This design comes from an exercise in tuning for small area on the open sky130 flow, not from production work.
In this exercise RTL edits were held to simulation tests only and were not proved equivalent to the original.
Power figures rest on the tool's default switching activity, not on a simulated workload.

job 101:
Design pacman_top, start of the top module:
module pacman_top (
    input  wire        clk,
    input  wire        rst,
    input  wire        btn_up,
    input  wire        btn_down,
    input  wire        btn_left,
    input  wire        btn_right,
    output wire        hs,
    output wire        vs,
    output reg  [11:0] rgb
);
    function [10:0] add11;
        input [10:0] a, b;
        input        ci;
        reg c;
        integer i;
        begin
            c = ci;
            for (i = 0; i < 11; i = i + 1) begin
                add11[i] = a[i] ^ b[i] ^ c;
                c = (a[i] & b[i]) | (a[i] & c) | (b[i] & c);
            end
        end
    endfunction
    function [9:0] inc10;
        input [9:0] a;
        reg c;
        integer i;
        begin
            c = 1'b1;
            for (i = 0; i < 10; i = i + 1) begin
                inc10[i] = a[i] ^ c;
                c = c & a[i];
            end
        end
    endfunction
    function [8:0] dec9;
        input [8:0] a;
        reg b;
        integer i;
        begin
            b = 1'b1;
            for (i = 0; i < 9; i = i + 1) begin
                dec9[i] = a[i] ^ b;
                b = b & ~a[i];
            end
        end
    endfunction
    function [3:0] dstep;
        input [2:0] r;
        input       b;
        begin
            case ({r, b})
                4'd0: dstep = 4'b0_000;  4'd1: dstep = 4'b0_001;
                4'd2: dstep = 4'b0_010;  4'd3: dstep = 4'b0_011;
                4'd4: dstep = 4'b0_100;  4'd5: dstep = 4'b1_000;
                4'd6: dstep = 4'b1_001;  4'd7: dstep = 4'b1_010;
                4'd8: dstep = 4'b1_011;  4'd9: dstep = 4'b1_100;
                default: dstep = 4'bxxxx;
            endcase
        end
    endfunction
    function [7:0] dm5;
        input [6:0] x;
        reg [2:0] r;
        reg [6:0] q;
        reg [3:0] t;
        integer i;
        begin
            r = 3'd0;
            for (i = 6; i >= 0; i = i - 1) begin
                t = dstep(r, x[i]);
                q[i] = t[3];
                r = t[2:0];
            end
            dm5 = {q[4:0], r};
        end
    endfunction
    function [2:0] wcode;
  ...
clock: 40.0 ns
lec_check: 0
cap_margin: 20
core_margin: 2
core_utilization: 60
cts_buf_list: sky130_fd_sc_hd__clkbuf_16
cts_cluster_diameter: 60
cts_cluster_size: 25
slew_margin: 20
standard.sh (not shown) runs the stock make flow with config.mk's settings and CLKGATE_MAP_FILE= SYNTH_SCRIPT=/design/flow/synth_recipe.tcl, a recipe that flattens the netlist after the stock synthesis.
==> flow/flow/run.sh <==
#!/bin/bash
# Layout flow: the standard synthesis, then its combinational logic mapped
# again by ABC for area (registers untouched), then the standard layout.
set -eo pipefail
R=orfs/results/$FLOW_PLATFORM/pacman_top/base
LIB=$FLOW_HOME/platforms/$FLOW_PLATFORM/lib/sky130_fd_sc_hd__tt_025C_1v80.lib
PCFG=$FLOW_HOME/platforms/$FLOW_PLATFORM/config.mk
if [ -z "$YOSYS_EXE" ]; then
  if command -v yosys > /dev/null; then export YOSYS_EXE=$(command -v yosys);
  else export YOSYS_EXE=$FLOW_HOME/../tools/install/yosys/bin/yosys; fi
fi
bash standard.sh synth > std_synth.log 2>&1
cp $R/1_2_yosys.v synth_std.v
mkdir -p reopt
python3 flow/reopt.py $LIB $PCFG synth_std.v reopt/reopt.v reopt > reopt.log 2>&1
cp reopt/reopt.v $R/1_2_yosys.v
touch $R/1_2_yosys.v
bash standard.sh "BUFFER_PORTS_ARGS=-buffer_cell sky130_fd_sc_hd__buf_1" finish > std_layout.log 2>&1
Other scripts of this flow, unchanged in this note and not shown: flow/flow/mkcells.py, flow/flow/reopt.py
Job 101: flow completed, timing, DRC and antenna clean
## Diff of input files: job 102 against job 101
Settings: clearing CTS_CLUSTER_DIAMETER, which used to be 60; swapping 60 for 40 in CORE_UTILIZATION; clearing CTS_BUF_LIST, which used to be sky130_fd_sc_hd__clkbuf_16; clearing CTS_CLUSTER_SIZE, which used to be 25.
-- flow/flow/run.sh --
<<< job 101, line 16
cp reopt/reopt.v $R/1_2_yosys.v
touch $R/1_2_yosys.v
bash standard.sh "BUFFER_PORTS_ARGS=-buffer_cell sky130_fd_sc_hd__buf_1" finish > std_layout.log 2>&1
>>> job 102, line 16
cp reopt/reopt.v $R/1_2_yosys.v
touch $R/1_2_yosys.v
bash standard.sh > std_layout.log 2>&1
Results
Delta(combinational fraction of design power, job 102 - job 101) < 0
Min met3 usage in global routing across job 102 and job 101: job 102
Diff job 101 -> job 102 | count of buffering cells on the critical path with inverters included | increase of 1
The inputs of job 103 differ from those of job 102 as listed below.
Settings: setting CTS_CLUSTER_SIZE to 15 for the first time; setting CTS_BUF_LIST to sky130_fd_sc_hd__clkbuf_8 for the first time; changing CORE_UTILIZATION from 40 to 60; setting CTS_CLUSTER_DIAMETER to 50 for the first time.
-- flow/flow/run.sh --
<<< job 102, line 16
cp reopt/reopt.v $R/1_2_yosys.v
touch $R/1_2_yosys.v
bash standard.sh > std_layout.log 2>&1
>>> job 103, line 16
cp reopt/reopt.v $R/1_2_yosys.v
touch $R/1_2_yosys.v
bash standard.sh "BUFFER_PORTS_ARGS=-buffer_cell sky130_fd_sc_hd__buf_1" finish > std_layout.log 2>&1
Results
- Compared with job 102, in job 103 count of non-filler cells in the finished layout moved down, fraction of the cycle the final worst path needs lost 0.89 points, routed wire length went down 7.6%.
- Per the comparison of job 103 with job 102, non-clock buffer total of the final layout has decreased, met2 wirelength from detailed routing has decreased, final core area utilization has increased.
Setup changes, job 103 to job 104
Settings: changing CTS_CLUSTER_DIAMETER from 50 to 80; changing CTS_CLUSTER_SIZE from 15 to 20; changing CTS_BUF_LIST from sky130_fd_sc_hd__clkbuf_8 to sky130_fd_sc_hd__clkbuf_4 sky130_fd_sc_hd__clkbuf_8.
-- flow/flow/run.sh --
<<< job 103, line 16
cp reopt/reopt.v $R/1_2_yosys.v
touch $R/1_2_yosys.v
bash standard.sh "BUFFER_PORTS_ARGS=-buffer_cell sky130_fd_sc_hd__buf_1" finish > std_layout.log 2>&1
>>> job 104, line 16
cp reopt/reopt.v $R/1_2_yosys.v
touch $R/1_2_yosys.v
bash standard.sh > std_layout.log 2>&1
Results
- Diff job 103 -> job 104 | worst slack after detailed placement | decrease of 230 ps
- STATUS setup slack: job 104 loses against job 103
- The total met2 wirelength after detailed routing in job 104 was higher than what job 103 gave.
- Job 103 and job 104 ended up with roughly the same post-placement cell count.
- Aggregate negative setup slack came out exactly the same in job 103 and job 104.
- Relative to job 103, job 104 degrades final routed wirelength across all metal layers.
- Cmp job 103 and job 104 / largest voltage drop on the vdd net / lower: job 104
- Compared with job 103, job 104 shows a iteration-0 DRC count of the detailed router that is 32 higher.
Modified inputs, job 105 compared to job 104
Settings: changing CTS_CLUSTER_DIAMETER from 80 to 40; changing CTS_BUF_LIST from sky130_fd_sc_hd__clkbuf_4 sky130_fd_sc_hd__clkbuf_8 to sky130_fd_sc_hd__clkbuf_4; changing CTS_CLUSTER_SIZE from 20 to 10.
-- flow/flow/run.sh --
<<< job 104, line 16
cp reopt/reopt.v $R/1_2_yosys.v
touch $R/1_2_yosys.v
bash standard.sh > std_layout.log 2>&1
>>> job 105, line 16
cp reopt/reopt.v $R/1_2_yosys.v
touch $R/1_2_yosys.v
bash standard.sh "BUFFER_PORTS_ARGS=-buffer_cell sky130_fd_sc_hd__buf_1" finish > std_layout.log 2>&1
[summary]
NOTE: cell area power density in job 105 exceeds that of job 104
Job 104 has lower switching fraction of total power than job 105.
The maximum clock skew at final layout of job 105 falls short of that of job 104 by 3.0 ps.
Reg2reg setup slack on job 105 is ahead of job 104.
Job 105 vs. job 104: setup slack went up by 210 ps.
In the metrics for job 104 and job 105, the one carrying the higher number of cells on the critical path is job 104.
Job 105 vs. job 104: total power consumption of the routed design rose by 0.018 mW; global-route usage lower; routability congestion estimate now smaller.

==> separate check: timing with driven ports <==
The results above use ideal ports. As a check the final layouts listed here were re-extracted and re-timed, cells and wires unchanged.
Step 1: set_driving_cell puts a clkbuf_16 on clk and a buf_2 on each other input, an assumption about the parent block.
Step 2, shift: input delay + t, output delay - t, t = (earliest + latest rising clock arrival at the registers) / 2. This alone moves slack from input paths to output paths.
a / b / c = ideal ports / drivers / drivers and shift; a / b = the first two.
run | t (ns) | setup WS [ns] | clock arrival spread, ns | worst data-port slew with drivers (ns) | pins driven straight from the clock port
job 101 | 0.559 | 24.026 / 23.983 / 24.542 | 0.018 / 0.018 | 0.04 | 1
job 102 | 0.601 | 23.658 / 23.610 / 24.211 | 0.028 / 0.029 | 0.04 | 1
job 103 | 0.609 | 24.014 / 23.973 / 24.583 | 0.021 / 0.021 | 0.04 | 1
job 104 | 0.584 | 23.749 / 23.709 / 24.293 | 0.038 / 0.038 | 0.04 | 1
job 105 | 0.682 | 23.957 / 23.917 / 24.599 | 0.030 / 0.030 | 0.04 | 1
After both steps every run listed still meets setup and hold.
